What follows belongs to an exercise in optimizing a design on an open flow for small area and a short achievable clock period; a production flow would make more cautious choices. The RTL was checked by simulation tests, not by an equivalence proof against the original design. Power and IR drop assume default switching activity.

==> design.v <==
`timescale 1ns / 1ps
module riscv32_core (
    input  wire clk,
    input  wire reset,
    input  wire [31:0] instr_in,
    output wire [31:0] pc_dbg,
    output wire [31:0] instr_dbg,
    output wire [31:0] x1_dbg,
    output wire [31:0] x2_dbg,
    output wire [31:0] x3_dbg,
    output wire [31:0] x4_dbg
);
    reg [31:0] pc;
    always @(posedge clk or posedge reset) begin
        if (reset)
            pc <= 32'd0;
        else
            pc <= pc + 32'd4;
    end
    assign pc_dbg = pc;
    wire [31:0] instr;
    assign instr = instr_in;
    assign instr_dbg = instr;
    wire [6:0] opcode = instr[6:0];
    wire [4:0] rd     = instr[11:7];
    wire [4:0] rs1    = instr[19:15];
    wire [4:0] rs2    = instr[24:20];
    wire [6:0] funct7 = instr[31:25];
    wire [31:0] imm_i = {{20{instr[31]}}, instr[31:20]};
    reg [31:0] regfile [0:31];
    integer i;
    always @(posedge clk or posedge reset) begin
        if (reset) begin
            for (i = 0; i < 32; i = i + 1)
                regfile[i] <= 32'd0;
        end else begin
            case (opcode)
                7'b0010011: begin  
                    if (rd != 0)
                        regfile[rd] <= regfile[rs1] + imm_i;
                end
                7'b0110011: begin  
                    if (rd != 0) begin
                        if (funct7 == 7'b0100000)
                            regfile[rd] <= regfile[rs1] - regfile[rs2];
                        else
                            regfile[rd] <= regfile[rs1] + regfile[rs2];
                    end
                end
            endcase
        end
    end
    assign x1_dbg = regfile[1];
    assign x2_dbg = regfile[2];
    assign x3_dbg = regfile[3];
    assign x4_dbg = regfile[4];
endmodule
==> run.sh <==
#!/bin/bash
# synth_recipe.tcl (not shown) runs the flow's synth.tcl, then flattens the netlist and writes it again
# the make line also repeats each setting of config.mk as NAME=value (left out here)
make -C /OpenROAD-flow-scripts/flow DESIGN_CONFIG=/design/flow/config.mk WORK_HOME=/design/flow/orfs CLKGATE_MAP_FILE= SYNTH_SCRIPT=/design/flow/synth_recipe.tcl finish
==> config.mk <==
export PLATFORM = sky130hd
export DESIGN_NAME = riscv32_core
export DESIGN_NICKNAME = riscv32_core
export VERILOG_FILES = /design/flow/design.v
export SDC_FILE = /design/flow/constraint.sdc
export NUM_CORES = 4
export LEC_CHECK = 0
export CAP_MARGIN = 20
export CORE_MARGIN = 2
export CORE_UTILIZATION = 30
export PLACE_DENSITY = 0.4
export SLEW_MARGIN = 20
==> constraint.sdc <==
create_clock -name core_clock -period 12.0 [get_ports {clk}]
set_input_delay 2.4000 -clock core_clock [delete_from_list [all_inputs] [get_ports {clk}]]
set_output_delay 2.4000 -clock core_clock [all_outputs]
set_load 0.01 [all_outputs]
==> results of run 1 <==
worst max-delay path: stages:
cell	delay [ns]
clkdlybuf4s50_1	0.72
ha_2	0.47
or4b_1	0.54
o221a_2	0.24
a221oi_1	0.53
nand3_1	0.21
buf_4	0.32
or4_1	0.45
a211oi_1	0.98
nand2_1	0.28
nor2_1	0.22
nor2_1	0.07
xnor2_1	0.17
o21ai_0	0.10
ha_1	0.42
and3_1	0.27
nand3_1	0.10
a211o_1	0.33
a211oi_1	0.62
o21a_1	0.26
o21ai_0	0.15
a21oi_1	0.54
o21ai_0	0.13
nor2b_1	0.18
xor2_2	0.14
buf_4	0.32
o21ai_0	0.15
power by group:
part           switching (W)  internal, W
Clock                0.00177      0.00255
Combinational       0.000615     0.000186
Sequential         0.0000712      0.00361
Total                0.00245      0.00634
through the flow:
step / total power [W] / instances
floorplan: 0.00410 / 6024
global placement: 0.00451 / 8264
detailed placement: 0.00451 / 8264
CTS: 0.00880 / 8508
global route: 0.00899 / 8513
finish: 0.00879 / 8533
per-layer routing:
layer	part of all wire [%]	wire (µm)	track usage, %
met1	41	143000	50.2
met2	41	144000	52.7
met3	11	39700	10.8
met4	6.8	24000	21.9
met5	0.085	299	0.104
layout by cell type (no fill, tap or decap), types with 68 or more instances in the layout:
master           Yosys  layout
nand4_1             78      78
dfrtp_1           1054    1054
mux2_2             131     131
nand3_1             70      68
o21ai_0            977     977
buf_4               43     256
a22oi_1            693     693
clkbuf_16            0     140
nor2_1             149     113
nand2_1           1286    1258
a21oi_1            142     142
clkdlybuf4s50_1      0     214
how the worst max path moves through the flow:
stage | startpoint | to | cells past startpoint
4_1_cts | instr_in[21] | regfile[21][31] | 28
3_5_place_dp | instr_in[21] | regfile[21][31] | 28
2_1_floorplan | reset | pc[10] | 1
3_3_place_gp | instr_in[21] | regfile[21][28] | 27
6_report | instr_in[21] | regfile[15][28] | 27
5_1_grt | instr_in[21] | regfile[8][31] | 28
area by class of cell:
class | instances | area (µm²) | area share (%)
sequential | 1054 | 26400 | 40.9
multi-input combinational | 4322 | 26100 | 40.5
timing repair buffer | 481 | 4250 | 6.59
clock buffer | 193 | 3970 | 6.16
tap | 2370 | 2970 | 4.60
clock inverter | 51 | 623 | 0.966
inverter | 37 | 143 | 0.221
antenna | 25 | 62.6 | 0.0970
sequential cells by signal (all words and copies together), names as in the netlist:
register	cells
pc	30
regfile	1024
logic make-up after synthesis:
kind of cell | count (synthesis) | share of synthesized area (%)
AOI/OAI and AO/OA | 2158 | 25.4
xor gates and xnor gates | 90 | 1.47
adders and majority gates | 44 | 1.03
buffers and inverters | 648 | 4.99
DFF | 1054 | 48.6
muxes | 176 | 3.61
other | 1 | 0.00691
and+or+nand+nor | 1852 | 14.9
==> run summary, run 1 <==
Final Cycle Share=89.1%; Clock Pin Slew Worst Setup and Hold Paths=0.06 ns; Async SR Flop Fraction=100%; largest net degree at the start of global routing=between 100 and 150; most frequent cells after synthesis=1286 x nand2_1, 1054 x dfrtp_1, 977 x o21ai_0; Synth Flop Type=dfrtp_1; endpoints failing hold=0; Crit. End Element=register; final WL=351000 µm; initial antenna violation count=39; Hold Path Origin=regfile[0][21]; worst vdd ir=0.153 mV; clock tree buffer depth=3; aggregate global routing overflow=0; leakage power=~28 nW; die width=between 400 and 500 µm; area grow syn2layout=18.9%; critical path launch point type=input pin; Clock Root Buffer=clkbuf_16; Cell Area, Synth=about 0.054 mm²; Worst slew margin=15.2%; final worst setup slack=1.31 ns; vias post-DR=54600; Critical Path RT=12.67 ns; fin util=35.8%; flops & latches, synth=1054; worst-skew pair later-pin latency=~0.85 ns; cell area after layout=0.0645 mm²; CTS tree=done; Total GRT Usage=37.2%; Hold Path Depth=0; R2R Path Start=regfile[1][2]; Final GP Congestion=1.01; top-area cell type share of the netlist area=roughly half; outcome=finished clean; synthesized instance count=6023; MaxCap Viol Count=0; Setup Skew=0.0394 ns; die area=0.184 mm²; register area share after synthesis=48.6%; first-pass GRT wire length=about 470000 µm; Layout Nets=roughly 6000; R2R Path End=regfile[15][28]; number of buffers added on ports=between 200 and 250; Pins Over Slew Limit=0; 1st-pass router iterations=6; largest fanout on the critical path=31; setup TNS=0 ns; Mean Syn Cell Area=roughly 9 µm²; clk sinks=~1100; post-CTS sizing=0; Routed Antenna Nets=0; PwrDens=136 mW/mm²; core area=~0.18 mm²; vias in the first global route=50800; Hold WC Path Type=reg -> reg; synth unique cells=90; post-layout min period=10.69 ns; CP Class=in -> reg; hold buffer count at cts=0; critical path arrival=approximately 11 ns; YS warnings=2; cts bufs inserted=137; largest area contributor in the netlist=dfrtp_1; DR iter-0 viols=9441; fmax=roughly 94 MHz; Hold Path End=regfile[0][21]; row cnt=around 160; HPWL after DPL=around 230000 µm; height of the chip=429 µm; drt wl/cell=41.2 µm; DRC viols=0; setup bufs post-CTS=0; RSZ-0062 raised after global routing=no; Worst Tran Pin Value=~1.3 ns; Post-DP Area=0.0598 mm²; Place WS=0.798 ns; Initial Util=between 30% and 40%; drt via density=around 6.4; top-count cell post-synth=nand2_1; top post-synthesis cells by area=dfrtp_1 49%, a22oi_1 9.6%, o21ai_0 9.0%; I/O pin cnt=226; Max H-tree Level=4; final hold slack=0.373 ns; fillers=18400; r2r worst-path depth=23; EDFF count, synth=0; share of cells above drive strength 1=13.1%; Setup-failing EPs final=0; internal reg-to-reg setup slack=4.39 ns
==> run 2: changes to the inputs <==
==> design.v (replaced) <==
`timescale 1ns / 1ps
module riscv32_core (
    input  wire clk,
    input  wire reset,
    input  wire [31:0] instr_in,
    output wire [31:0] pc_dbg,
    output wire [31:0] instr_dbg,
    output wire [31:0] x1_dbg,
    output wire [31:0] x2_dbg,
    output wire [31:0] x3_dbg,
    output wire [31:0] x4_dbg
);
    reg [31:2] pc;
    always @(posedge clk or posedge reset) begin
        if (reset)
            pc <= 30'd0;
        else
            pc <= pc + 30'd1;
    end
    assign pc_dbg = {pc, 2'b00};
    wire [31:0] instr = instr_in;
    assign instr_dbg = instr;
    wire [6:0] opcode = instr[6:0];
    wire [4:0] rd     = instr[11:7];
    wire [4:0] rs1    = instr[19:15];
    wire [4:0] rs2    = instr[24:20];
    wire [6:0] funct7 = instr[31:25];
    wire is_opimm = (opcode == 7'b0010011);
    wire is_op    = (opcode == 7'b0110011);
    wire sub      = is_op & (funct7 == 7'b0100000);
    wire wen      = is_opimm | is_op;
    reg [31:1] xv;
    wire [31:0] xs [0:31];
    assign xs[0] = 32'd0;
    function [31:0] rdport(input [4:0] r);
        integer k;
        reg [31:0] acc;
        begin
            acc = 32'd0;
            for (k = 1; k < 32; k = k + 1)
                acc = acc | ({32{(r == k) & xv[k]}} & xs[k]);
            rdport = acc;
        end
    endfunction
    wire [31:0] imm_i = {{20{instr[31]}}, instr[31:20]};
    wire [31:0] ra = rdport(rs1);
    wire [31:0] rb = is_opimm ? imm_i : (rdport(rs2) ^ {32{sub}});
    wire [31:0] result = add32(ra, rb, sub);
    function [31:0] add32(input [31:0] a, input [31:0] b, input cin);
        reg [31:0] g, p, gg, pp, gn, pn;
        integer lvl, i, j;
        begin
            g = a & b;
            p = a ^ b;
            g[0] = g[0] | (p[0] & cin);
            gg = g;
            pp = p;
            for (lvl = 0; lvl < 5; lvl = lvl + 1) begin
                gn = gg;
                pn = pp;
                for (i = 0; i < 32; i = i + 1) begin
                    if (i & (1 << lvl)) begin
                        j = ((i >> lvl) << lvl) - 1;
                        gn[i] = gg[i] | (pp[i] & gg[j]);
                        pn[i] = pp[i] & pp[j];
                    end
                end
                gg = gn;
                pp = pn;
            end
            add32 = p ^ {gg[30:0], cin};
        end
    endfunction
    wire [31:0] we = wen ? (32'd1 << rd) : 32'd0;
    always @(posedge clk or posedge reset) begin
        if (reset)
            xv <= 31'd0;
        else
            xv <= xv | we[31:1];
    end
    genvar g;
    generate
        for (g = 1; g < 32; g = g + 1) begin : gx
            reg [31:0] r;
            always @(posedge clk)
                if (we[g])
                    r <= result;
            assign xs[g] = r;
        end
    endgenerate
    assign x1_dbg = xs[1] & {32{xv[1]}};
    assign x2_dbg = xs[2] & {32{xv[2]}};
    assign x3_dbg = xs[3] & {32{xv[3]}};
    assign x4_dbg = xs[4] & {32{xv[4]}};
endmodule
--- a/config.mk
+++ b/config.mk
@@ -7,6 +7,6 @@
 export LEC_CHECK = 0
 export CAP_MARGIN = 20
 export CORE_MARGIN = 2
-export CORE_UTILIZATION = 30
-export PLACE_DENSITY = 0.4
+export CORE_UTILIZATION = 50
+export PLACE_DENSITY = 0.65
 export SLEW_MARGIN = 20
==> run summary, run 2 <==
outcome=finished clean (unchanged); worst-skew pair later-pin latency=0.71 ns (was 0.85 ns); Cells after DPL=4543 (was 8264); Max H-tree Level=3 (was 4); share of cells above drive strength 1=13.7% (was 13.1%); number of buffers added on ports=217 (unchanged); Synth Flop Type=edfxtp_1 (was dfrtp_1); Worst Tran Pin Value=1.25 ns (was 1.27 ns); Cell Chain, Critical Path=clkdlybuf4s50_1 > nor2b_1 > and3_2 > a221oi_1 > nand4_1 > nor3_1 > xnor2_1 > o21ai_0 > fa_2 > fa_2 > a211oi_1 > o21ai_0 > nand3_1 > nand2_1 > a22oi_1 > a311oi_2 > a311oi_1 > xnor2_4; leakage power=18.9 nW (was 28.0 nW); HPWL after DPL=128000 µm (was 231000 µm); drt via density=8.32 (was 6.40); post-layout min period=9.19 ns (was 10.69 ns); synth unique cells=67 (was 90); clk sinks=1053 (was 1054); Total Power=0.00757 W (was 0.00879 W); endpoints failing hold=0 (unchanged); top-count cell post-synth=edfxtp_1 (was nand2_1); flops & latches, synth=1053 (was 1054); slowest stage delay, CP=0.97 ns (was 0.98 ns); area grow syn2layout=16.3% (was 18.9%); synthesized instance count=3230 (was 6023); largest net degree at the start of global routing=62 (was 128); Largest regs=gx.r (992), xv (31), pc (30) (was regfile (1024), pc (30)); Clock Root Buffer=clkbuf_16 (unchanged); vias in the first global route=36800 (was 50800); Final Cycle Share=76.6% (was 89.1%); die width=309 µm (was 429 µm); Total GRT Usage=48.1% (was 37.2%); MaxCap Viol Count=0 (unchanged); Worst Setup SP=instr_in[22] (was instr_in[21]); slowest stage cell, crit path=and3_2 (was a211oi_1); Finished Layout Cells=4752 (was 8533); fmax=109 MHz (was 93.5 MHz); Crit. End Element=register (unchanged); CTS tree=done (unchanged); number of flip-flops in the largest register=992 (was 1024); hold buffer count at cts=0 (unchanged); Cell Area, Synth=0.0464 mm² (was 0.0542 mm²); setup TNS=0 ns (unchanged); 1st-pass router iterations=17 (was 6); cts bufs inserted=106 (was 137); largest fanout on the critical path=31 (unchanged); Final GP Congestion=1.04 (was 1.01); height of the chip=309 µm (was 429 µm); EDFF count, synth=992 (was 0); most frequent cells in the layout=992 x edfxtp_1, 474 x a22oi_1, 217 x clkdlybuf4s50_1, 208 x a22o_1, 208 x a221oi_1 (was 1258 x nand2_1, 1054 x dfrtp_1, 977 x o21ai_0, 693 x a22oi_1, 256 x buf_4); Initial Util=50.6% (was 30.1%); Hold WC Path Type=reg -> reg (unchanged); Routed Antenna Nets=0 (unchanged); Critical Path RT=12.33 ns (was 12.67 ns); final WL=233000 µm (was 351000 µm); drt wl/cell=49.0 µm (was 41.2 µm); critical path launch point type=input pin (unchanged); CP Class=in -> reg (unchanged); RSZ-0062 raised after global routing=no (unchanged); Worst slew margin=16.6% (was 15.2%); YS warnings=1 (was 2); Setup Skew=0.0217 ns (was 0.0394 ns); top post-synthesis cells by area=edfxtp_1 64%, a22oi_1 7.7%, a221oi_1 4.0% (was dfrtp_1 49%, a22oi_1 9.6%, o21ai_0 9.0%); DR iter-0 viols=10000 (was 9441); clock tree buffer depth=3 (unchanged); post-CTS sizing=0 (unchanged); largest register by flop count=gx.r (was regfile); vias post-DR=39500 (was 54600); I/O pin cnt=226 (unchanged); PwrDens=140 mW/mm² (was 136 mW/mm²); row cnt=111 (was 156); R2R Path Start=xv[1] (was regfile[1][2]); Mean Syn Cell Area=14.4 µm² (was 9.00 µm²); worst vdd ir=0.117 mV (was 0.153 mV); critical path arrival=9.52 ns (was 11.36 ns); Layout Nets=3480 (was 6111); first-pass GRT wire length=310000 µm (was 469000 µm); initial antenna violation count=14 (was 39); final hold slack=0.465 ns (was 0.373 ns); Hold Path Origin=pc[31] (was regfile[0][21]); largest area contributor in the netlist=edfxtp_1 (was dfrtp_1); aggregate global routing overflow=0 (unchanged); Setup-failing EPs final=0 (unchanged); Clock Pin Slew Worst Setup and Hold Paths=0.07 ns (was 0.06 ns); DRC viols=0 (unchanged); top-area cell type share of the netlist area=64.1% (was 48.6%); die area=0.0953 mm² (was 0.184 mm²); most frequent cells after synthesis=992 x edfxtp_1, 474 x a22oi_1, 210 x a221oi_1 (was 1286 x nand2_1, 1054 x dfrtp_1, 977 x o21ai_0); setup bufs post-CTS=0 (unchanged); commonest non-fill, non-tap cell in the layout=edfxtp_1 (was nand2_1); Pins Over Slew Limit=0 (unchanged); Async SR Flop Fraction=5.79% (was 100%); register area share after synthesis=67.4% (was 48.6%); core area=0.0918 mm² (was 0.180 mm²)
run 2: changes by cell type after synthesis, moves of 163 or more:
| cell | change |
|---|---|
| nand2_1 | -1251 |
| a221oi_1 | +168 |
| o21ai_0 | -955 |
| edfxtp_1 | +992 |
| a22o_1 | +163 |
| dfrtp_1 | -993 |
| clkbuf_1 | -339 |
| a22oi_1 | -219 |
run 2: power breakdown:
part	internal, W	switching [W]
clock	0.00195	0.00147
combinational	0.0000486	0.0000966
sequential	0.00400	0.00000397
run 2: path summary, 6_finish.rpt:
check                      cells after the start  slack, ns          end
setup / recovery                              18       2.81  gx[7].r[31]
hold / removal                                 1       0.46       pc[31]
setup reg to reg                              15       5.00  gx[7].r[31]
hold reg to reg                                1       0.46       pc[31]
max in group asynchronous                      3       9.22        xv[3]
min in group asynchronous                      3       2.23       pc[12]
run 2: cell families after synthesis:
logic type | after synthesis | synth area share [%]
flops | 1053 | 67.4
compound gates | 1041 | 18.1
simple gates | 710 | 8.93
buf+inv | 312 | 2.98
xor+xnor | 73 | 1.38
fa+ha+maj | 36 | 1.07
mux | 4 | 0.0916
other cells | 1 | 0.00807
run 2: layout make-up:
class / count / area (µm²)
Sequential cell: 1053 / 31300
Antenna cell: 10 / 25.0
Timing Repair Buffer: 367 / 3370
Tap cell: 1243 / 1560
Clock buffer: 133 / 2870
Clock inverter: 64 / 643
Multi-Input combinational cell: 1866 / 14200
Fill cell: 7163 / 37800
Inverter: 16 / 60.1
run 2: routing by layer:
layer / track usage, % / vias to the layer above / part of all wire [%]
met1: 61.4 / 19100 / 33
met4: 28.4 / 12 / 8.6
li1: - / 13900 / -
met3: 22.4 / 1500 / 19
met5: 0.202 / - / 0.076
met2: 67.0 / 5083 / 40
run 2: through the flow:
stage	worst slack, ns	area (µm²)	util (%)
4_1_cts	3.19	53900	58.8
2_1_floorplan	3.48	46400	-
3_3_place_gp	2.40	50400	54.9
5_1_grt	2.80	54000	58.8
3_5_place_dp	2.49	50400	54.9
6_report	2.81	54000	58.9
run 2: worst max-delay path, delay by kind of cell:
kind / cells / cell delay (ns)
XOR/XNOR: 2 / 0.55
AO/OA/AOI/OAI: 7 / 2.58
AND/OR/NAND/NOR: 6 / 2.25
adder cells (fa/ha/maj): 2 / 0.90
buffers and inverters: 1 / 0.78
==> run 3: changes to the inputs <==
--- a/design.v
+++ b/design.v
@@ -27,25 +27,12 @@
     wire [6:0] funct7 = instr[31:25];
     wire is_opimm = (opcode == 7'b0010011);
     wire is_op    = (opcode == 7'b0110011);
-    wire sub      = is_op & (funct7 == 7'b0100000);
-    wire wen      = is_opimm | is_op;
-    reg [31:1] xv;
-    wire [31:0] xs [0:31];
-    assign xs[0] = 32'd0;
-    function [31:0] rdport(input [4:0] r);
-        integer k;
-        reg [31:0] acc;
-        begin
-            acc = 32'd0;
-            for (k = 1; k < 32; k = k + 1)
-                acc = acc | ({32{(r == k) & xv[k]}} & xs[k]);
-            rdport = acc;
-        end
-    endfunction
-    wire [31:0] imm_i = {{20{instr[31]}}, instr[31:20]};
-    wire [31:0] ra = rdport(rs1);
-    wire [31:0] rb = is_opimm ? imm_i : (rdport(rs2) ^ {32{sub}});
-    wire [31:0] result = add32(ra, rb, sub);
+    wire wen      = (is_opimm | is_op) & (rd != 5'd0);
+    reg        p_v;         
+    reg [4:0]  p_rd;
+    reg [31:0] p_a;         
+    reg [31:0] p_b;         
+    reg        p_sub;
     function [31:0] add32(input [31:0] a, input [31:0] b, input cin);
         reg [31:0] g, p, gg, pp, gn, pn;
         integer lvl, i, j;
@@ -71,25 +58,55 @@
             add32 = p ^ {gg[30:0], cin};
         end
     endfunction
-    wire [31:0] we = wen ? (32'd1 << rd) : 32'd0;
+    wire [31:0] p_sum = add32(p_a, p_b, p_sub);
+    wire [31:0] p_hot = p_v ? (32'd1 << p_rd) : 32'd0;
+    reg [31:1] xv;
     always @(posedge clk or posedge reset) begin
         if (reset)
             xv <= 31'd0;
         else
-            xv <= xv | we[31:1];
+            xv <= xv | p_hot[31:1];
     end
+    wire [31:0] rd_ok = {xv & ~p_hot[31:1], 1'b0};
+    wire [31:0] xs [0:31];
+    assign xs[0] = 32'd0;
     genvar g;
     generate
         for (g = 1; g < 32; g = g + 1) begin : gx
             reg [31:0] r;
             always @(posedge clk)
-                if (we[g])
-                    r <= result;
+                r <= ({32{p_hot[g]}} & p_sum) | ({32{~p_hot[g]}} & r);
             assign xs[g] = r;
         end
     endgenerate
-    assign x1_dbg = xs[1] & {32{xv[1]}};
-    assign x2_dbg = xs[2] & {32{xv[2]}};
-    assign x3_dbg = xs[3] & {32{xv[3]}};
-    assign x4_dbg = xs[4] & {32{xv[4]}};
+    function [31:0] rdport(input [4:0] r);
+        integer k;
+        reg [31:0] acc;
+        begin
+            acc = p_hot[r] ? p_sum : 32'd0;
+            for (k = 1; k < 32; k = k + 1)
+                acc = acc | ({32{(r == k) & rd_ok[k]}} & xs[k]);
+            rdport = acc;
+        end
+    endfunction
+    wire [31:0] imm_i = {{20{instr[31]}}, instr[31:20]};
+    wire [31:0] ra = rdport(rs1);
+    wire        sub = is_op & (funct7 == 7'b0100000);
+    wire [31:0] rb = is_opimm ? imm_i : (rdport(rs2) ^ {32{sub}});
+    always @(posedge clk or posedge reset) begin
+        if (reset)
+            p_v <= 1'b0;
+        else
+            p_v <= wen;
+    end
+    always @(posedge clk) begin
+        p_rd  <= rd;
+        p_a   <= ra;
+        p_b   <= rb;
+        p_sub <= sub;
+    end
+    assign x1_dbg = p_hot[1] ? p_sum : (xs[1] & {32{xv[1]}});
+    assign x2_dbg = p_hot[2] ? p_sum : (xs[2] & {32{xv[2]}});
+    assign x3_dbg = p_hot[3] ? p_sum : (xs[3] & {32{xv[3]}});
+    assign x4_dbg = p_hot[4] ? p_sum : (xs[4] & {32{xv[4]}});
 endmodule
==> run summary, run 3 <==
row cnt=115 (was 111); cell area after layout=0.0580 mm² (was 0.0540 mm²); fillers=7695 (was 7163); clk sinks=1124 (was 1053); aggregate global routing overflow=0 (unchanged); top-count cell post-synth=edfxtp_1 (unchanged); Initial Util=50.6% (about the same); Crit. End Element=output pin (was register); Setup Skew=0.0360 ns (was 0.0217 ns); hold buffer count at cts=0 (unchanged); critical path arrival=5.59 ns (was 9.52 ns); R2R Path Start=p_rd[3] (was xv[1]); 1st-pass router iterations=10 (was 17); CP Class=reg -> out (was in -> reg); setup bufs post-CTS=0 (unchanged); largest net degree at the start of global routing=67 (was 62); HPWL after DPL=136000 µm (was 128000 µm); Seq. cell area=0.0327 mm² (was 0.0313 mm²); leakage power=18.9 nW (about the same); CTS tree=done (unchanged); Synth Flop Type=edfxtp_1 (unchanged); initial antenna violation count=29 (was 14); die area=0.102 mm² (was 0.0953 mm²); Clock Pin Slew Worst Setup and Hold Paths=0.07 ns (about the same); Routed Antenna Nets=0 (unchanged); Setup-failing EPs final=0 (unchanged); area grow syn2layout=16.3% (about the same); outcome=finished clean (unchanged); number of buffers added on ports=217 (unchanged); post-CTS sizing=0 (unchanged); DRC viols=0 (unchanged); final WL=246000 µm (was 233000 µm); drt wl/cell=46.8 µm (was 49.0 µm); fmax=125 MHz (was 109 MHz); Cell Area, Synth=0.0499 mm² (was 0.0464 mm²); DR iter-0 viols=10400 (was 10000); post-layout min period=7.99 ns (was 9.19 ns); Layout Nets=3914 (was 3480); commonest non-fill, non-tap cell in the layout=edfxtp_1 (unchanged); cts bufs inserted=111 (was 106); RSZ-0062 raised after global routing=no (unchanged); Pins Over Slew Limit=0 (unchanged); synthesized instance count=3661 (was 3230); register area share after synthesis=65.6% (was 67.4%); Worst Tran Pin Value=1.18 ns (was 1.25 ns); Final Cycle Share=66.6% (was 76.6%); Hold Path Depth=1 (unchanged); die width=320 µm (was 309 µm); Total GRT Usage=47.1% (was 48.1%); drt via density=8.42 (was 8.32); vias in the first global route=40700 (was 36800); height of the chip=320 µm (was 309 µm); core area=0.0987 mm² (was 0.0918 mm²); share of cells above drive strength 1=12.1% (was 13.7%); area of the multi-input gates=0.0161 mm² (was 0.0142 mm²); top post-synthesis cells by area=edfxtp_1 60%, a22oi_1 6.2%, a221oi_1 4.1% (was edfxtp_1 64%, a22oi_1 7.7%, a221oi_1 4.0%); MaxCap Viol Count=0 (unchanged); Critical Path RT=9.60 ns (was 12.33 ns); Hold Path End=pc[18] (was pc[31]); EDFF count, synth=992 (unchanged); setup TNS=0 ns (unchanged); top-area cell type share of the netlist area=59.7% (was 64.1%); Final GP Congestion=0.997 (was 1.04); critical path launch point type=register (was input pin); Hold Path Origin=pc[18] (was pc[31]); vias post-DR=44200 (was 39500); clock tree buffer depth=3 (unchanged); I/O pin cnt=226 (unchanged); synth unique cells=81 (was 67); flops & latches, synth=1124 (was 1053); most frequent cells in the layout=992 x edfxtp_1, 412 x a22oi_1, 236 x a221oi_1, 235 x a22o_1 (was 992 x edfxtp_1, 474 x a22oi_1, 217 x clkdlybuf4s50_1, 208 x a22o_1, 208 x a221oi_1); first-pass GRT wire length=332000 µm (was 310000 µm); worst vdd ir=0.104 mV (was 0.117 mV); PwrDens=142 mW/mm² (was 140 mW/mm²); R2R Path End=p_a[14] (was gx[7].r[31]); YS warnings=1 (unchanged); Post-DP Area=0.0542 mm² (was 0.0504 mm²); Clock Root Buffer=clkbuf_16 (unchanged); worst-skew pair later-pin latency=0.73 ns (was 0.71 ns); internal reg-to-reg setup slack=6.75 ns (was 5.00 ns); Hold WC Path Type=reg -> reg (unchanged); most frequent cells after synthesis=992 x edfxtp_1, 412 x a22oi_1, 236 x a221oi_1 (was 992 x edfxtp_1, 474 x a22oi_1, 210 x a221oi_1); Async SR Flop Fraction=5.52% (was 5.79%); Max H-tree Level=3 (unchanged); Worst slew margin=20.8% (was 16.6%); largest fanout on the critical path=6 (was 31); Mean Syn Cell Area=13.6 µm² (was 14.4 µm²); r2r worst-path depth=11 (was 15); endpoints failing hold=0 (unchanged); largest area contributor in the netlist=edfxtp_1 (unchanged)
run 3: changes by cell type after synthesis, moves of 27 or more:
| cell | previous run | this run |
|---|---|---|
| a22o_1 | 208 | 235 |
| a22oi_1 | 474 | 412 |
| nand3_1 | 155 | 217 |
| buf_2 | 37 | 65 |
| inv_1 | 16 | 86 |
| and2_1 | 132 | 5 |
| dfxtp_1 | 0 | 70 |
| nand2_1 | 35 | 93 |
| or4_1 | 32 | 3 |
| nor4_1 | 1 | 36 |
| o21ai_0 | 22 | 216 |
| nand4_1 | 90 | 130 |
| and3_1 | 68 | 10 |
run 3: worst max-delay path, cell delays in order (launching register included):
cell             delay (ns)
dfxtp_1                0.34
fa_1                   0.20
inv_1                  0.06
fa_1                   0.40
nand2b_1               0.18
a21oi_1                0.50
o21ai_0                0.27
o21ai_0                0.47
a21oi_1                0.16
fa_1                   0.43
xor2_1                 0.18
buf_4                  0.16
o21ai_0                0.82
clkdlybuf4s50_1        0.71
run 3: how the worst max path moves through the flow:
stage               cells past startpoint  startpoint  slack, ns         end
detailed placement                     13      p_b[0]       5.12  x3_dbg[17]
global placement                       13      p_a[0]       5.18  x4_dbg[17]
floorplan                              11      p_a[0]       6.53   x1_dbg[8]
finish                                 13      p_a[0]       4.01  x3_dbg[17]
CTS                                    13      p_b[0]       4.36  x3_dbg[17]
global route                           13      p_b[0]       4.00  x1_dbg[17]
run 3: per-stage QoR:
step	instances	hold WS (ns)	worst slack, ns	utilization (%)	power (W)
2_1_floorplan	3662	0.446	6.53	-	0.00450
3_3_place_gp	5018	0.458	5.18	54.9	0.00462
3_5_place_dp	5018	0.465	5.12	54.9	0.00463
4_1_cts	5229	0.496	4.36	58.8	0.00821
5_1_grt	5230	0.520	4.00	58.8	0.00840
6_report	5249	0.491	4.01	58.8	0.00826
run 3: report_power, final:
group	internal (W)	switching, W	leakage (nW)
clock network	0.00210	0.00160	1.83
logic	0.0000668	0.000197	6.59
registers	0.00428	0.0000122	10.4
run 3: cell families (layout without fill, tap and decap cells):
group	Yosys count	after routing	synth area share, %
multiplexers	8	8	0.241
flip-flops	1124	1124	65.6
adder cells (fa/ha/maj)	36	36	0.993
AO/OA/AOI/OAI	1320	1320	20.9
AND/OR/NAND/NOR	711	711	7.73
buffers and inverters	396	676	3.42
XOR/XNOR	65	65	1.14
other	1	22	0.00751
run 3: area by class of cell:
| type | count | share of cell area (%) |
|---|---|---|
| antenna | 20 | 0.0862 |
| clock buffer | 138 | 5.15 |
| clock inverter | 73 | 1.46 |
| inverter | 86 | 0.563 |
| multi-input combinational | 2142 | 27.7 |
| sequential | 1124 | 56.4 |
| tap | 1287 | 2.77 |
| timing repair buffer | 379 | 5.84 |
run 3: layer usage:
metal  GRT usage [%]  routed length (µm)  share of wire (%)
met1            56.7               77100                 31
met2            64.0               95400                 39
met3            23.8               47300                 19
met4            35.7               25600                 10
met5            1.84                 498               0.20
==> run 4: changes to the inputs <==
==> design.v (replaced) <==
`timescale 1ns / 1ps
module riscv32_core (
    input  wire clk,
    input  wire reset,
    input  wire [31:0] instr_in,
    output wire [31:0] pc_dbg,
    output wire [31:0] instr_dbg,
    output wire [31:0] x1_dbg,
    output wire [31:0] x2_dbg,
    output wire [31:0] x3_dbg,
    output wire [31:0] x4_dbg
);
    reg [31:2] pc;
    always @(posedge clk or posedge reset) begin
        if (reset)
            pc <= 30'd0;
        else
            pc <= pc + 30'd1;
    end
    assign pc_dbg = {pc, 2'b00};
    wire [31:0] instr = instr_in;
    assign instr_dbg = instr;
    wire [6:0] opcode = instr[6:0];
    wire [4:0] rd     = instr[11:7];
    wire [4:0] rs1    = instr[19:15];
    wire [4:0] rs2    = instr[24:20];
    wire [6:0] funct7 = instr[31:25];
    wire is_opimm = (opcode == 7'b0010011);
    wire is_op    = (opcode == 7'b0110011);
    wire sub      = is_op & (funct7 == 7'b0100000);
    wire wen      = (is_opimm | is_op) & (rd != 5'd0);
    reg        p_v;         
    reg [4:0]  p_rd;
    reg [15:0] p_lo;        
    reg        p_c16;       
    reg [15:0] p_h0;        
    reg [15:0] p_h1;        
    wire [31:0] p_sum = {p_c16 ? p_h1 : p_h0, p_lo};
    wire [31:0] p_hot = p_v ? (32'd1 << p_rd) : 32'd0;
    reg [31:1] xv;
    always @(posedge clk or posedge reset) begin
        if (reset)
            xv <= 31'd0;
        else
            xv <= xv | p_hot[31:1];
    end
    wire [31:0] rd_ok = {xv & ~p_hot[31:1], 1'b0};
    wire [31:0] xs [0:31];
    assign xs[0] = 32'd0;
    genvar g;
    generate
        for (g = 1; g < 32; g = g + 1) begin : gx
            reg [31:0] r;
            always @(posedge clk)
                if (p_hot[g])
                    r <= p_sum;
            assign xs[g] = r;
        end
    endgenerate
    function [31:0] rdport(input [4:0] r);
        integer k;
        reg [31:0] acc;
        begin
            acc = p_hot[r] ? p_sum : 32'd0;
            for (k = 1; k < 32; k = k + 1)
                acc = acc | ({32{(r == k) & rd_ok[k]}} & xs[k]);
            rdport = acc;
        end
    endfunction
    wire [31:0] imm_i = {{20{instr[31]}}, instr[31:20]};
    wire [31:0] a = rdport(rs1);
    wire [31:0] b = is_opimm ? imm_i : (rdport(rs2) ^ {32{sub}});
    wire [16:0] lo = {1'b0, a[15:0]} + {1'b0, b[15:0]} + {16'd0, sub};
    wire [15:0] h0 = a[31:16] + b[31:16];
    wire [15:0] h1 = a[31:16] + b[31:16] + 16'd1;
    always @(posedge clk or posedge reset) begin
        if (reset)
            p_v <= 1'b0;
        else
            p_v <= wen;
    end
    always @(posedge clk) begin
        p_rd  <= rd;
        p_lo  <= lo[15:0];
        p_c16 <= lo[16];
        p_h0  <= h0;
        p_h1  <= h1;
    end
    assign x1_dbg = p_hot[1] ? p_sum : (xs[1] & {32{xv[1]}});
    assign x2_dbg = p_hot[2] ? p_sum : (xs[2] & {32{xv[2]}});
    assign x3_dbg = p_hot[3] ? p_sum : (xs[3] & {32{xv[3]}});
    assign x4_dbg = p_hot[4] ? p_sum : (xs[4] & {32{xv[4]}});
endmodule
==> flow/run.sh (new file) <==
#!/bin/bash
# Layout flow: the standard ORFS flow (standard.sh), unchanged, with two
# optimisation settings passed through the environment:
#  - port buffers use sky130_fd_sc_hd__buf_2 instead of the default delay
#    buffer (every input and output port still gets its own buffer);
#  - timing repair aims for extra setup slack, so that the design is sized
#    for a shorter achieved period (the SDC and clock period are unchanged).
# make's full output goes to standard.log; ORFS's per-step logs stay under
# orfs/logs/.
set -euo pipefail
export BUFFER_PORTS_ARGS="-buffer_cell sky130_fd_sc_hd__buf_2"
export SETUP_SLACK_MARGIN=6.5
bash standard.sh > standard.log 2>&1
==> standard.sh (new file) <==
#!/bin/bash
# synth_recipe.tcl (not shown) runs the flow's synth.tcl, then flattens the netlist and writes it again
# the make line also repeats each setting of config.mk as NAME=value (left out here)
make -C /OpenROAD-flow-scripts/flow DESIGN_CONFIG=/design/flow/config.mk WORK_HOME=/design/flow/orfs CLKGATE_MAP_FILE= SYNTH_SCRIPT=/design/flow/synth_recipe.tcl "${@:-finish}"
removed: run.sh
==> run summary, run 4 <==
Clock Root Buffer=clkbuf_16 (unchanged); worst-skew pair later-pin latency=0.76 ns (was 0.73 ns); endpoints failing hold=0 (unchanged); commonest non-fill, non-tap cell in the layout=edfxtp_1 (unchanged); fmax=153 MHz (was 125 MHz); post-layout min period=6.53 ns (was 7.99 ns); most frequent cells after synthesis=992 x edfxtp_1, 468 x a22oi_1, 239 x clkbuf_1 (was 992 x edfxtp_1, 412 x a22oi_1, 236 x a221oi_1); 1st-pass router iterations=22 (was 10); drt wl/cell=47.8 µm (was 46.8 µm); DRC viols=0 (unchanged); critical path launch point type=input pin (was register); worst vdd ir=0.120 mV (was 0.104 mV); Critical Path RT=12.64 ns (was 9.60 ns); Final GP Congestion=0.998 (was 0.997); Largest regs=gx.r (992), xv (31), pc (30); Async SR Flop Fraction=5.60% (was 5.52%); CP top delay family=compound AO/OA/AOI/OAI gates (unchanged); Setup-failing EPs final=0 (unchanged); Layout Nets=4223 (was 3914); outcome=finished clean (unchanged); Worst slew margin=6.51% (was 20.8%); Hold Path End=pc[31] (was pc[18]); height of the chip=319 µm (was 320 µm); top-count cell post-synth=edfxtp_1 (unchanged); Initial Util=50.4% (was 50.6%); Final Cycle Share=54.5% (was 66.6%); Total Power=0.00824 W (was 0.00826 W); cell area after layout=0.0626 mm² (was 0.0580 mm²); most frequent cells in the layout=992 x edfxtp_1, 462 x a22oi_1, 262 x buf_4, 211 x buf_2, 207 x a22o_1 (was 992 x edfxtp_1, 412 x a22oi_1, 236 x a221oi_1, 235 x a22o_1); DR iter-0 viols=12300 (was 10400); Hold Path Depth=1 (unchanged); CTS tree=done (unchanged); final WL=266000 µm (was 246000 µm); drt via density=8.44 (was 8.42); Cell Area, Synth=0.0496 mm² (was 0.0499 mm²); largest register by flop count=gx.r; share of cells above drive strength 1=26.6% (was 12.1%); Clock Pin Slew Worst Setup and Hold Paths=0.06 ns (was 0.07 ns); initial antenna violation count=20 (was 29); top post-synthesis cells by area=edfxtp_1 60%, a22oi_1 7.1%, a221oi_1 3.7% (was edfxtp_1 60%, a22oi_1 6.2%, a221oi_1 4.1%); Crit. End Element=register (was output pin); slowest stage delay, CP=0.48 ns (was 0.82 ns); number of flip-flops in the largest register=992; CP Class=in -> reg (was reg -> out); Cells after DPL=5069 (was 5018); MaxCap Viol Count=0 (unchanged); top-area cell type share of the netlist area=60.0% (was 59.7%); largest area contributor in the netlist=edfxtp_1 (unchanged); Finished Layout Cells=5566 (was 5249); Mean Syn Cell Area=13.4 µm² (was 13.6 µm²); largest net degree at the start of global routing=63 (was 67); Setup Skew=0.0456 ns (was 0.0360 ns); R2R Path Start=p_rd[0] (was p_rd[3]); leakage power=22.0 nW (was 18.9 nW); synth unique cells=76 (was 81); Post-DP Area=0.0538 mm² (was 0.0542 mm²); Hold Path Origin=pc[31] (was pc[18]); Hold WC Path Type=reg -> reg (unchanged); aggregate global routing overflow=0 (unchanged); Max H-tree Level=3 (unchanged); number of buffers added on ports=217 (unchanged); slowest stage cell, crit path=o41a_1 (was o21ai_0); RSZ-0062 raised after global routing=yes (was no); r2r worst-path depth=20 (was 11); Worst Tran Pin Value=1.40 ns (was 1.18 ns); HPWL after DPL=133000 µm (was 136000 µm); internal reg-to-reg setup slack=5.60 ns (was 6.75 ns); critical path arrival=7.18 ns (was 5.59 ns); die area=0.102 mm² (about the same); vias in the first global route=42100 (was 40700); area grow syn2layout=26.2% (was 16.3%); clock tree buffer depth=3 (unchanged); YS warnings=1 (unchanged); I/O pin cnt=226 (unchanged); Synth Flop Type=edfxtp_1 (unchanged); largest fanout on the critical path=9 (was 6); CP Buf/Inv Count=4 (was 3); die width=319 µm (was 320 µm); setup TNS=0 ns (unchanged); cts bufs inserted=115 (was 111); first-pass GRT wire length=349000 µm (was 332000 µm); row cnt=115 (unchanged); PwrDens=132 mW/mm² (was 142 mW/mm²); synthesized instance count=3693 (was 3661); Routed Antenna Nets=0 (unchanged); register area share after synthesis=65.3% (was 65.6%); hold buffer count at cts=0 (unchanged); flops & latches, synth=1108 (was 1124); R2R Path End=p_c16 (was p_a[14]); Cell Chain, Critical Path=buf_16 > or3b_4 > buf_4 > a2111oi_4 > buf_6 > buf_12 > a22oi_1 > nand3_1 > a2111oi_4 > xnor2_1 > o21ai_1 > fa_2 > fa_2 > a21o_1 > a21oi_4 > o21ai_4 > a211oi_4 > o31ai_4 > o41a_1 > a311oi_2 > o21ai_1 (was fa_1 > inv_1 > fa_1 > nand2b_1 > a21oi_1 > o21ai_0 > o21ai_0 > a21oi_1 > fa_1 > xor2_1 > buf_4 > o21ai_0 > clkdlybuf4s50_1); Total GRT Usage=50.1% (was 47.1%); Pins Over Slew Limit=0 (unchanged); core area=0.0984 mm² (was 0.0987 mm²); EDFF count, synth=992 (unchanged); clk sinks=1108 (was 1124); vias post-DR=47000 (was 44200)
==> run 4: cell types whose count changed after synthesis, sizes merged, moves of 28 or more <==
cell,delta
nand2,+100
a221oi,-32
buf,-47
a2111oi,+31
xnor2,+32
a22oi,+56
o21ai,-76
a22o,-28
clkbuf,+59
==> run 4: routing by layer <==
layer / wire [µm] / global-route usage, % / share of wire (%) / up-vias
li1: - / - / - / 16400
met1: 83700 / 61.2 / 31 / 22200
met2: 98700 / 65.8 / 37 / 6170
met3: 55300 / 29.5 / 21 / 2204
met4: 27800 / 33.5 / 10 / 18
met5: 713 / 3.31 / 0.27 / -
==> run 4: timing repair <==
action / in CTS / in global routing
endpoints found under the setup margin: 165 / 54
cloned: 24 / 5
gates resized for setup: 382 / 87
setup buffers: 175 / 51
pin swaps: 86 / 61
==> run 4: metrics by stage <==
step                hold slack, ns  utilization, %  setup WS (ns)
finish                       0.468            63.6           5.47
global route                 0.490            63.6           5.46
CTS                          0.471            62.6           5.62
detailed placement           0.459            54.6           3.58
global placement             0.456            54.6           3.63
floorplan                    0.455               -           5.39
==> run 4: worst max-delay path by stage <==
| stage | from | to | cells past startpoint |
|---|---|---|---|
| 2_1_floorplan | instr_in[24] | p_h1[15] | 20 |
| 3_3_place_gp | instr_in[24] | p_h1[15] | 20 |
| 3_5_place_dp | instr_in[24] | p_h1[15] | 20 |
| 4_1_cts | instr_in[21] | p_lo[14] | 21 |
| 5_1_grt | instr_in[22] | p_c16 | 21 |
| 6_report | instr_in[22] | p_c16 | 21 |
==> run 4: area by class of cell <==
type	count	area [µm²]
multi-input cells	2195	17700
diodes	24	60.1
well taps	1287	1610
repair buffers	665	6570
clock buffers	135	3060
fillers	7141	35800
flip-flops and latches	1108	32400
clock inverters	83	890
inverters	69	310
==> run 4: cells by family (layout without fill, tap and decap cells) <==
logic type	Yosys count	count (layout)	share of synthesized area, %
AO/OA/AOI/OAI	1261	1261	19.9
flip-flops	1108	1108	65.3
AND/OR/NAND/NOR	776	776	8.29
buffers and inverters	391	952	3.30
XOR/XNOR	104	104	1.86
adder cells (fa/ha/maj)	35	35	0.928
multiplexers	17	17	0.368
other	1	26	0.00756
==> run 4: power by group <==
part | internal (W) | leakage, nW | total, W | switching, W
logic | 0.0000824 | 9.56 | 0.000256 | 0.000174
clock network | 0.00214 | 1.93 | 0.00378 | 0.00164
registers | 0.00420 | 10.5 | 0.00421 | 0.0000105
==> run 5: changes to the inputs <==
--- a/design.v
+++ b/design.v
@@ -31,11 +31,42 @@
     wire wen      = (is_opimm | is_op) & (rd != 5'd0);
     reg        p_v;         
     reg [4:0]  p_rd;
-    reg [15:0] p_lo;        
-    reg        p_c16;       
-    reg [15:0] p_h0;        
-    reg [15:0] p_h1;        
-    wire [31:0] p_sum = {p_c16 ? p_h1 : p_h0, p_lo};
+    reg [31:0] p_s0;        
+    reg [31:0] p_s1;        
+    reg [7:0]  p_bg;        
+    reg [7:0]  p_bp;        
+    reg        p_inv;       
+    function [7:0] blkcarry(input [7:0] g, input [7:0] p);
+        reg [7:0] gg, pp, gn, pn;
+        integer lvl, i, j;
+        begin
+            gg = g;
+            pp = p;
+            for (lvl = 0; lvl < 3; lvl = lvl + 1) begin
+                gn = gg;
+                pn = pp;
+                for (i = 0; i < 8; i = i + 1) begin
+                    if (i & (1 << lvl)) begin
+                        j = ((i >> lvl) << lvl) - 1;
+                        gn[i] = gg[i] | (pp[i] & gg[j]);
+                        pn[i] = pp[i] & pp[j];
+                    end
+                end
+                gg = gn;
+                pp = pn;
+            end
+            blkcarry = {gg[6:0], 1'b0};
+        end
+    endfunction
+    wire [7:0]  p_bc = blkcarry(p_bg, p_bp);
+    wire [31:0] p_sel;
+    genvar q;
+    generate
+        for (q = 0; q < 8; q = q + 1) begin : gsel
+            assign p_sel[4*q+3:4*q] = p_bc[q] ? p_s1[4*q+3:4*q] : p_s0[4*q+3:4*q];
+        end
+    endgenerate
+    wire [31:0] p_sum = p_sel ^ {32{p_inv}};
     wire [31:0] p_hot = p_v ? (32'd1 << p_rd) : 32'd0;
     reg [31:1] xv;
     always @(posedge clk or posedge reset) begin
@@ -68,11 +99,32 @@
         end
     endfunction
     wire [31:0] imm_i = {{20{instr[31]}}, instr[31:20]};
-    wire [31:0] a = rdport(rs1);
-    wire [31:0] b = is_opimm ? imm_i : (rdport(rs2) ^ {32{sub}});
-    wire [16:0] lo = {1'b0, a[15:0]} + {1'b0, b[15:0]} + {16'd0, sub};
-    wire [15:0] h0 = a[31:16] + b[31:16];
-    wire [15:0] h1 = a[31:16] + b[31:16] + 16'd1;
+    wire [31:0] a = rdport(rs1) ^ {32{sub}};
+    wire [31:0] b = is_opimm ? imm_i : rdport(rs2);
+    wire [31:0] gen = a & b;
+    wire [31:0] prp = a ^ b;
+    function [79:0] blocks(input [31:0] g, input [31:0] p);
+        reg [31:0] s0, s1;
+        reg [7:0]  bg, bp;
+        reg        c0, c1;
+        integer n, m;
+        begin
+            for (n = 0; n < 8; n = n + 1) begin
+                c0 = 1'b0;
+                c1 = 1'b1;
+                for (m = 0; m < 4; m = m + 1) begin
+                    s0[4*n+m] = p[4*n+m] ^ c0;
+                    s1[4*n+m] = p[4*n+m] ^ c1;
+                    c0 = g[4*n+m] | (p[4*n+m] & c0);
+                    c1 = g[4*n+m] | (p[4*n+m] & c1);
+                end
+                bg[n] = c0;
+                bp[n] = &p[4*n +: 4];
+            end
+            blocks = {bp, bg, s1, s0};
+        end
+    endfunction
+    wire [79:0] blk = blocks(gen, prp);
     always @(posedge clk or posedge reset) begin
         if (reset)
             p_v <= 1'b0;
@@ -81,10 +133,11 @@
     end
     always @(posedge clk) begin
         p_rd  <= rd;
-        p_lo  <= lo[15:0];
-        p_c16 <= lo[16];
-        p_h0  <= h0;
-        p_h1  <= h1;
+        p_s0  <= blk[31:0];
+        p_s1  <= blk[63:32];
+        p_bg  <= blk[71:64];
+        p_bp  <= blk[79:72];
+        p_inv <= sub;
     end
     assign x1_dbg = p_hot[1] ? p_sum : (xs[1] & {32{xv[1]}});
     assign x2_dbg = p_hot[2] ? p_sum : (xs[2] & {32{xv[2]}});
--- a/config.mk
+++ b/config.mk
@@ -7,6 +7,6 @@
 export LEC_CHECK = 0
 export CAP_MARGIN = 20
 export CORE_MARGIN = 2
-export CORE_UTILIZATION = 50
-export PLACE_DENSITY = 0.65
+export CORE_UTILIZATION = 40
+export PLACE_DENSITY = 0.55
 export SLEW_MARGIN = 20
==> run summary, run 5 <==
CP Class=in -> reg (unchanged); Cell Area, Synth=0.0513 mm² (was 0.0496 mm²); die width=362 µm (was 319 µm); worst-skew pair later-pin latency=0.77 ns (was 0.76 ns); post-synthesis compound-gate area fraction=19.8% (was 19.9%); drt wl/cell=46.2 µm (was 47.8 µm); Total GRT Usage=39.4% (was 50.1%); aggregate global routing overflow=0 (unchanged); synthesized instance count=3769 (was 3693); initial antenna violation count=15 (was 20); largest fanout on the critical path=23 (was 9); MaxCap Viol Count=0 (unchanged); Simple-Gate Fraction of Synth Area=7.62% (was 8.29%); register area share after synthesis=64.1% (was 65.3%); Clock Root Buffer=clkbuf_16 (unchanged); EDFF count, synth=992 (unchanged); vias post-DR=45300 (was 47000); clock tree buffer depth=3 (unchanged); Final Cycle Share=46.3% (was 54.5%); Routed Antenna Nets=0 (unchanged); row cnt=131 (was 115); Setup Skew=0.0365 ns (was 0.0456 ns); cts bufs inserted=117 (was 115); 1st-pass router iterations=15 (was 22); commonest non-fill, non-tap cell in the layout=edfxtp_1 (unchanged); YS warnings=1 (unchanged); hold buffer count at cts=0 (unchanged); share of cells above drive strength 1=22.3% (was 26.6%); largest area contributor in the netlist=edfxtp_1 (unchanged); Crit. End Element=register (unchanged); top post-synthesis cells by area=edfxtp_1 58%, a22oi_1 6.9%, a221oi_1 3.2% (was edfxtp_1 60%, a22oi_1 7.1%, a221oi_1 3.7%); Finished Layout Cells=5834 (was 5566); drt via density=7.76 (was 8.44); worst vdd ir=0.119 mV (was 0.120 mV); slowest stage cell, crit path=o2111a_2 (was o41a_1); I/O pin cnt=226 (unchanged); clk sinks=1133 (was 1108); first-pass GRT wire length=353000 µm (was 349000 µm); flops & latches, synth=1133 (was 1108); Pins Over Slew Limit=0 (unchanged); most frequent cells after synthesis=992 x edfxtp_1, 474 x a22oi_1, 190 x a221oi_1 (was 992 x edfxtp_1, 468 x a22oi_1, 239 x clkbuf_1); Synth Flop Type=edfxtp_1 (unchanged); CP Buf/Inv Count=4 (unchanged); CTS tree=done (unchanged); largest net degree at the start of global routing=63 (unchanged); critical path arrival=6.22 ns (was 7.18 ns); Clock Pin Slew Worst Setup and Hold Paths=0.06 ns (about the same); synth unique cells=91 (was 76); Mean Syn Cell Area=13.6 µm² (was 13.4 µm²); Critical Path RT=12.66 ns (was 12.64 ns); slowest stage delay, CP=0.61 ns (was 0.48 ns); number of flip-flops in the largest register=992 (unchanged); RSZ-0062 raised after global routing=yes (unchanged); die area=0.131 mm² (was 0.102 mm²); Setup-failing EPs final=0 (unchanged); largest family of logic cells by synthesized area=compound AO/OA/AOI/OAI gates (unchanged); Max H-tree Level=3 (unchanged); Async SR Flop Fraction=5.47% (was 5.60%); Total Power=0.00846 W (was 0.00824 W); Cell Chain, Critical Path=buf_8 > nor3b_1 > o2111a_2 > buf_6 > a22o_1 > a221oi_1 > and3_1 > nand4_1 > o32a_1 > ha_2 > fa_2 > fa_2 > inv_2 > fa_1 > inv_1 (was buf_16 > or3b_4 > buf_4 > a2111oi_4 > buf_6 > buf_12 > a22oi_1 > nand3_1 > a2111oi_4 > xnor2_1 > o21ai_1 > fa_2 > fa_2 > a21o_1 > a21oi_4 > o21ai_4 > a211oi_4 > o31ai_4 > o41a_1 > a311oi_2 > o21ai_1); Largest regs=gx.r (992), p_s0 (32), xv (31) (was gx.r (992), xv (31), pc (30)); DR iter-0 viols=10900 (was 12300); number of buffers added on ports=217 (unchanged); largest register by flop count=gx.r (unchanged); Initial Util=40.3% (was 50.4%); area grow syn2layout=19.5% (was 26.2%); mux share of post-synthesis cell area=0.570% (was 0.368%); PwrDens=138 mW/mm² (was 132 mW/mm²); leakage power=20.9 nW (was 22.0 nW); Final GP Congestion=0.994 (was 0.998); most frequent cells in the layout=992 x edfxtp_1, 473 x a22oi_1, 207 x buf_2, 187 x a221oi_1, 186 x nand3_1 (was 992 x edfxtp_1, 462 x a22oi_1, 262 x buf_4, 211 x buf_2, 207 x a22o_1); fillers=11100 (was 7141); fraction of synthesized cell area in xor and xnor cells=2.00% (was 1.86%); final WL=270000 µm (was 266000 µm); Worst slew margin=19.9% (was 6.51%); crit-path most repeated cell=fa_2; core area=0.128 mm² (was 0.0984 mm²); top-count cell post-synth=edfxtp_1 (unchanged); Worst Tran Pin Value=1.20 ns (was 1.40 ns); Layout Nets=4157 (was 4223); critical path launch point type=input pin (unchanged); endpoints failing hold=0 (unchanged); DRC viols=0 (unchanged); post-layout min period=5.56 ns (was 6.53 ns); Synth Area in Adders=2.27% (was 0.928%); fmax=180 MHz (was 153 MHz); setup TNS=0 ns (unchanged); Hold WC Path Type=reg -> reg (unchanged); height of the chip=362 µm (was 319 µm); vias in the first global route=41300 (was 42100); outcome=finished clean (unchanged); CP top delay family=adder cells (was compound AO/OA/AOI/OAI gates); HPWL after DPL=143000 µm (was 133000 µm); top-area cell type share of the netlist area=58.0% (was 60.0%); Cells after DPL=5494 (was 5069)
-- run 5: changes by cell type in the layout (fill, tap and decap cells not counted), sizes merged, moves of 31 or more --
cell	previous run	this run
nor4	46	15
a22o	207	176
fa	3	37
buf	636	473
and3	14	50
a21oi	18	51
nand2	193	149
-- run 5: where the power goes --
part           switching [W]  internal, W  leakage [nW]
clock network        0.00166      0.00214          1.93
registers          0.0000141      0.00433          10.6
logic               0.000247    0.0000839          8.40
-- run 5: worst reg2reg max path: stages (launching register included) --
cell and delay, ns:
dfxtp_2 0.57, nand4bb_1 0.91, o2111a_2 0.84, buf_6 0.34, a22o_1 0.35, a221oi_1 0.34
nand4_1 0.22, nor4_2 0.40, a21oi_2 0.16, fa_2 0.39, fa_2 0.36, fa_1 0.47
-- run 5: worst paths after layout --
check	from	endpoint	depth (start not counted)	slack (ns)
min in group asynchronous	reset	xv[21]	3	1.88
max	instr_in[23]	p_s0[3]	15	6.44
max reg2reg	p_rd[3]	p_s0[19]	11	6.54
min	pc[31]	pc[31]	1	0.47
max in group asynchronous	reset	p_v	3	9.40
min reg2reg	pc[31]	pc[31]	1	0.47
-- run 5: area by class of cell --
| class | instances | area (µm²) | area share (%) |
|---|---|---|---|
| antenna | 17 | 42.5 | 0.0693 |
| clock buffer | 146 | 3090 | 5.03 |
| clock inverter | 76 | 852 | 1.39 |
| inverter | 90 | 342 | 0.557 |
| multi-input combinational | 2220 | 18000 | 29.4 |
| sequential | 1133 | 32900 | 53.7 |
| tap | 1662 | 2080 | 3.39 |
| timing repair buffer | 489 | 4000 | 6.52 |
| timing repair inverter | 1 | 5.00 | 0.00816 |
-- run 5: logic make-up (layout without fill, tap and decap cells) --
kind of cell	count (synthesis)	in the layout
and+or+nand+nor	727	728
buffers and inverters	418	802
DFF	1133	1133
other	1	19
muxes	28	28
xor gates and xnor gates	114	114
AOI/OAI and AO/OA	1277	1277
adders and majority gates	71	71
-- run 5: through the flow --
step	cell area, µm²	worst slack [ns]	hold slack, ns	utilization [%]
after floorplan	52100	6.48	0.456	-
after global routing	61300	6.47	0.479	48.1
final	61400	6.44	0.465	48.1
after detailed placement	55300	4.76	0.458	43.3
after CTS	60400	6.50	0.470	47.4
after global placement	55200	4.83	0.460	43.3
-- run 5: timing repair --
action / in CTS / in global routing
pin swaps: 8 / 9
setup buffers: 41 / 53
gates resized for setup: 205 / 88
gates cloned: 3 / 4
endpoints found under the setup margin: 168 / 54
-- run 5: layer usage --
| metal | global-route usage (%) | wire, µm | vias up |
|---|---|---|---|
| met3 | 18.0 | 48600 | 1476 |
| met2 | 53.7 | 105000 | 5503 |
| li1 | - | - | 16100 |
| met1 | 50.8 | 92900 | 22200 |
| met4 | 24.1 | 22800 | 19 |
| met5 | 0.481 | 224 | - |
==> run 6: changes to the inputs <==
--- a/design.v
+++ b/design.v
@@ -32,7 +32,6 @@
     reg        p_v;         
     reg [4:0]  p_rd;
     reg [31:0] p_s0;        
-    reg [31:0] p_s1;        
     reg [7:0]  p_bg;        
     reg [7:0]  p_bp;        
     reg        p_inv;       
@@ -63,7 +62,8 @@
     genvar q;
     generate
         for (q = 0; q < 8; q = q + 1) begin : gsel
-            assign p_sel[4*q+3:4*q] = p_bc[q] ? p_s1[4*q+3:4*q] : p_s0[4*q+3:4*q];
+            assign p_sel[4*q+3:4*q] = p_s0[4*q+3:4*q] ^ ({4{p_bc[q]}} &
+                {&p_s0[4*q+2:4*q], &p_s0[4*q+1:4*q], p_s0[4*q], 1'b1});
         end
     endgenerate
     wire [31:0] p_sum = p_sel ^ {32{p_inv}};
@@ -103,28 +103,26 @@
     wire [31:0] b = is_opimm ? imm_i : rdport(rs2);
     wire [31:0] gen = a & b;
     wire [31:0] prp = a ^ b;
-    function [79:0] blocks(input [31:0] g, input [31:0] p);
-        reg [31:0] s0, s1;
+    function [47:0] blocks(input [31:0] g, input [31:0] p);
+        reg [31:0] s0;
         reg [7:0]  bg, bp;
-        reg        c0, c1;
-        integer n, m;
+        integer n;
         begin
             for (n = 0; n < 8; n = n + 1) begin
-                c0 = 1'b0;
-                c1 = 1'b1;
-                for (m = 0; m < 4; m = m + 1) begin
-                    s0[4*n+m] = p[4*n+m] ^ c0;
-                    s1[4*n+m] = p[4*n+m] ^ c1;
-                    c0 = g[4*n+m] | (p[4*n+m] & c0);
-                    c1 = g[4*n+m] | (p[4*n+m] & c1);
-                end
-                bg[n] = c0;
+                s0[4*n]   = p[4*n];
+                s0[4*n+1] = p[4*n+1] ^ g[4*n];
+                s0[4*n+2] = p[4*n+2] ^ (g[4*n+1] | (p[4*n+1] & g[4*n]));
+                s0[4*n+3] = p[4*n+3] ^ (g[4*n+2] | (p[4*n+2] & g[4*n+1])
+                                       | (p[4*n+2] & p[4*n+1] & g[4*n]));
+                bg[n] = g[4*n+3] | (p[4*n+3] & g[4*n+2])
+                      | (p[4*n+3] & p[4*n+2] & g[4*n+1])
+                      | (p[4*n+3] & p[4*n+2] & p[4*n+1] & g[4*n]);
                 bp[n] = &p[4*n +: 4];
             end
-            blocks = {bp, bg, s1, s0};
+            blocks = {bp, bg, s0};
         end
     endfunction
-    wire [79:0] blk = blocks(gen, prp);
+    wire [47:0] blk = blocks(gen, prp);
     always @(posedge clk or posedge reset) begin
         if (reset)
             p_v <= 1'b0;
@@ -134,9 +132,8 @@
     always @(posedge clk) begin
         p_rd  <= rd;
         p_s0  <= blk[31:0];
-        p_s1  <= blk[63:32];
-        p_bg  <= blk[71:64];
-        p_bp  <= blk[79:72];
+        p_bg  <= blk[39:32];
+        p_bp  <= blk[47:40];
         p_inv <= sub;
     end
     assign x1_dbg = p_hot[1] ? p_sum : (xs[1] & {32{xv[1]}});
==> flow/run.sh (replaced) <==
#!/bin/bash
# Layout flow: the standard ORFS flow (standard.sh), unchanged, with three
# optimisation settings passed through the environment:
#  - port buffers use sky130_fd_sc_hd__buf_2 instead of the default delay
#    buffer (every input and output port still gets its own buffer);
#  - timing repair aims for extra setup slack, so that the design is sized
#    for a shorter achieved period (the SDC and clock period are unchanged);
#  - clock tree synthesis uses ORFS's default arguments but inserts no dummy
#    loads.
# make's full output goes to standard.log; ORFS's per-step logs stay under
# orfs/logs/.
set -euo pipefail
export BUFFER_PORTS_ARGS="-buffer_cell sky130_fd_sc_hd__buf_2"
export SETUP_SLACK_MARGIN=6.5
export CTS_ARGS="-sink_clustering_enable -repair_clock_nets -dont_use_dummy_load"
bash standard.sh > standard.log 2>&1
==> run summary, run 6 <==
core area=0.124 mm² (was 0.128 mm²); register area share after synthesis=64.8% (was 64.1%); Comb pwr share=3.8% (was 3.9%); top post-synthesis cells by area=edfxtp_1 60%, a22oi_1 5.8%, a22o_1 3.9% (was edfxtp_1 58%, a22oi_1 6.9%, a221oi_1 3.2%); DR iter-0 viols=7728 (was 10900); flops & latches, synth=1105 (was 1133); die area=0.128 mm² (was 0.131 mm²); drt via density=7.42 (was 7.76); final WL=237000 µm (was 270000 µm); largest area contributor in the netlist=edfxtp_1 (unchanged); I/O pin cnt=226 (unchanged); most frequent cells after synthesis=992 x edfxtp_1, 388 x a22oi_1, 225 x a22o_1 (was 992 x edfxtp_1, 474 x a22oi_1, 190 x a221oi_1); Cell Area, Synth=0.0500 mm² (was 0.0513 mm²); CP Buf/Inv Count=2 (was 4); aggregate global routing overflow=0 (unchanged); Worst slew margin=16.3% (was 19.9%); Worst Tran Pin Value=1.25 ns (was 1.20 ns); clock tree buffer depth=3 (unchanged); share of cells above drive strength 1=17.9% (was 22.3%); fmax=182 MHz (was 180 MHz); Critical Path RT=12.59 ns (was 12.66 ns); Synth Flop Type=edfxtp_1 (unchanged); largest net degree at the start of global routing=68 (was 63); Total GRT Usage=35.9% (was 39.4%); largest fanout on the critical path=31 (was 23); Finished Layout Cells=5533 (was 5834); CP top delay family=compound AO/OA/AOI/OAI gates (was adder cells); commonest non-fill, non-tap cell in the layout=edfxtp_1 (unchanged); cts bufs inserted=113 (was 117); clk sinks=1105 (was 1133); top-count cell post-synth=edfxtp_1 (unchanged); vias in the first global route=38100 (was 41300); area of the multi-input gates=0.0170 mm² (was 0.0180 mm²); most frequent cells in the layout=992 x edfxtp_1, 369 x a22oi_1, 225 x a22o_1, 222 x a221oi_1, 213 x buf_2 (was 992 x edfxtp_1, 473 x a22oi_1, 207 x buf_2, 187 x a221oi_1, 186 x nand3_1); Largest regs=gx.r (992), p_s0 (32), xv (31) (unchanged); Routed Antenna Nets=0 (unchanged); setup TNS=0 ns (unchanged); height of the chip=357 µm (was 362 µm); slowest stage delay, CP=0.52 ns (was 0.61 ns); synth unique cells=80 (was 91); largest register by flop count=gx.r (unchanged); worst vdd ir=0.111 mV (was 0.119 mV); outcome=finished clean (unchanged); Post-DP Area=0.0535 mm² (was 0.0553 mm²); PwrDens=132 mW/mm² (was 138 mW/mm²); critical path arrival=6.08 ns (was 6.22 ns); number of flip-flops in the largest register=992 (unchanged); P_int=0.00593 W (was 0.00655 W); initial antenna violation count=12 (was 15); die width=357 µm (was 362 µm); leakage power=19.0 nW (was 20.9 nW); synthesized instance count=3698 (was 3769); YS warnings=1 (unchanged); endpoints failing hold=0 (unchanged); Final Cycle Share=45.8% (was 46.3%); Pins Over Slew Limit=0 (unchanged); sequential power share=55.9% (was 51.3%); CTS tree=done (unchanged); Max H-tree Level=3 (unchanged); Seq. cell area=0.0324 mm² (was 0.0329 mm²); Layout Nets=3976 (was 4157); Sw Share=21.8% (was 22.6%); 1st-pass router iterations=10 (was 15); Clock Pin Slew Worst Setup and Hold Paths=0.06 ns (about the same); CP Class=in -> reg (unchanged); worst-skew pair later-pin latency=0.73 ns (was 0.77 ns); post-layout min period=5.49 ns (was 5.56 ns); Crit. End Element=register (unchanged); Async SR Flop Fraction=5.61% (was 5.47%); top-area cell type share of the netlist area=59.6% (was 58.0%); vias post-DR=41100 (was 45300); Initial Util=40.4% (was 40.3%); Total Power=0.00757 W (was 0.00846 W); Setup Skew=0.0510 ns (was 0.0365 ns); slowest stage cell, crit path=or3b_4 (was o2111a_2); Final GP Congestion=0.989 (was 0.994); area grow syn2layout=14.8% (was 19.5%); Clock Root Buffer=clkbuf_16 (unchanged); Cell Chain, Critical Path=buf_2 > or3b_4 > a2111oi_4 > buf_6 > a22oi_1 > nand4_1 > a2111oi_0 > xnor2_1 > ha_1 > a21oi_1 > nor2b_1 > o21ai_0 > nand2b_1 (was buf_8 > nor3b_1 > o2111a_2 > buf_6 > a22o_1 > a221oi_1 > and3_1 > nand4_1 > o32a_1 > ha_2 > fa_2 > fa_2 > inv_2 > fa_1 > inv_1); HPWL after DPL=138000 µm (was 143000 µm); Hold WC Path Type=reg -> reg (unchanged); cell area after layout=0.0574 mm² (was 0.0614 mm²); first-pass GRT wire length=317000 µm (was 353000 µm); Setup-failing EPs final=0 (unchanged); MaxCap Viol Count=0 (unchanged); switching pwr=0.00165 W (was 0.00192 W); drt wl/cell=42.8 µm (was 46.2 µm); final worst setup slack=6.51 ns (was 6.44 ns); Place WS=5.21 ns (was 4.76 ns); hold buffer count at cts=0 (unchanged); Cells after DPL=5385 (was 5494); EDFF count, synth=992 (unchanged); fillers=10900 (was 11100); critical path launch point type=input pin (unchanged); number of buffers added on ports=217 (unchanged); Mean Syn Cell Area=13.5 µm² (was 13.6 µm²); row cnt=129 (was 131); RSZ-0062 raised after global routing=yes (unchanged); clock power share=40.3% (was 44.8%); DRC viols=0 (unchanged)
-- run 6: cell types whose count changed in the layout (fill, tap and decap cells not counted), sizes merged, moves of 47 or more --
cell and change:
a22oi -86, buf -84, a2111oi +50, clkinv -47, a22o +49
-- run 6: stage by stage --
step | utilization (%) | hold slack (ns)
5_1_grt | 46.3 | 0.486
4_1_cts | 45.7 | 0.480
2_1_floorplan | - | 0.440
6_report | 46.3 | 0.472
3_5_place_dp | 43.2 | 0.468
3_3_place_gp | 43.2 | 0.468
-- run 6: worst paths after layout --
| check | start | endpoint | slack (ns) | depth (start not counted) |
|---|---|---|---|---|
| min reg2reg | pc[31] | pc[31] | 0.47 | 1 |
| min in group asynchronous | reset | pc[22] | 1.97 | 3 |
| min | pc[31] | pc[31] | 0.47 | 1 |
| max in group asynchronous | reset | p_v | 9.37 | 3 |
| max reg2reg | p_rd[3] | p_bg[1] | 6.80 | 15 |
| max | instr_in[16] | p_bg[6] | 6.51 | 13 |
-- run 6: power by group through the flow --
stage	clock network, W	logic, W	registers [W]
after floorplan	0	0.000148	0.00430
after detailed placement	0	0.000262	0.00431
after global placement	0	0.000259	0.00431
after CTS	0.00305	0.000265	0.00423
after global routing	0.00319	0.000302	0.00423
final	0.00305	0.000291	0.00423
-- run 6: timing repair --
item	4_1_cts	5_1_grt
setup endpoints to repair	138	64
setup buffers	8	17
pin swaps	3	15
cloned	0	3
gates resized for setup	43	120
-- run 6: area by class of cell --
| type | instances | area share, % |
|---|---|---|
| Multi-Input combinational cell | 2189 | 29.6 |
| Sequential cell | 1105 | 56.4 |
| Clock buffer | 113 | 4.93 |
| Inverter | 84 | 0.550 |
| Timing Repair Buffer | 402 | 4.92 |
| Antenna cell | 3 | 0.0131 |
| Tap cell | 1637 | 3.57 |
-- run 6: kinds of logic (layout without fill, tap and decap cells) --
| logic type | after synthesis | after routing | synth area share, % |
|---|---|---|---|
| flip-flops | 1105 | 1105 | 64.8 |
| adder cells (fa/ha/maj) | 47 | 47 | 1.19 |
| AND/OR/NAND/NOR | 725 | 725 | 7.83 |
| other | 1 | 5 | 0.00751 |
| XOR/XNOR | 143 | 143 | 2.53 |
| buffers and inverters | 405 | 599 | 3.56 |
| AO/OA/AOI/OAI | 1271 | 1271 | 20.1 |
| multiplexers | 1 | 1 | 0.0200 |
-- run 6: routing by layer --
layer	track usage, %	up-vias	routed length, µm
li1	-	15700	-
met1	46.8	20600	86500
met2	51.1	3930	97000
met3	16.2	834	39700
met4	16.3	14	13200
met5	0	-	172

Check on run 6: ideal ports give 6.508 ns setup slack; a clkbuf_16 on the clock port and buf_2 on the inputs give 6.462 ns; moving port delays by the midpoint clock arrival (0.778 ns) as well gives 5.785 ns.
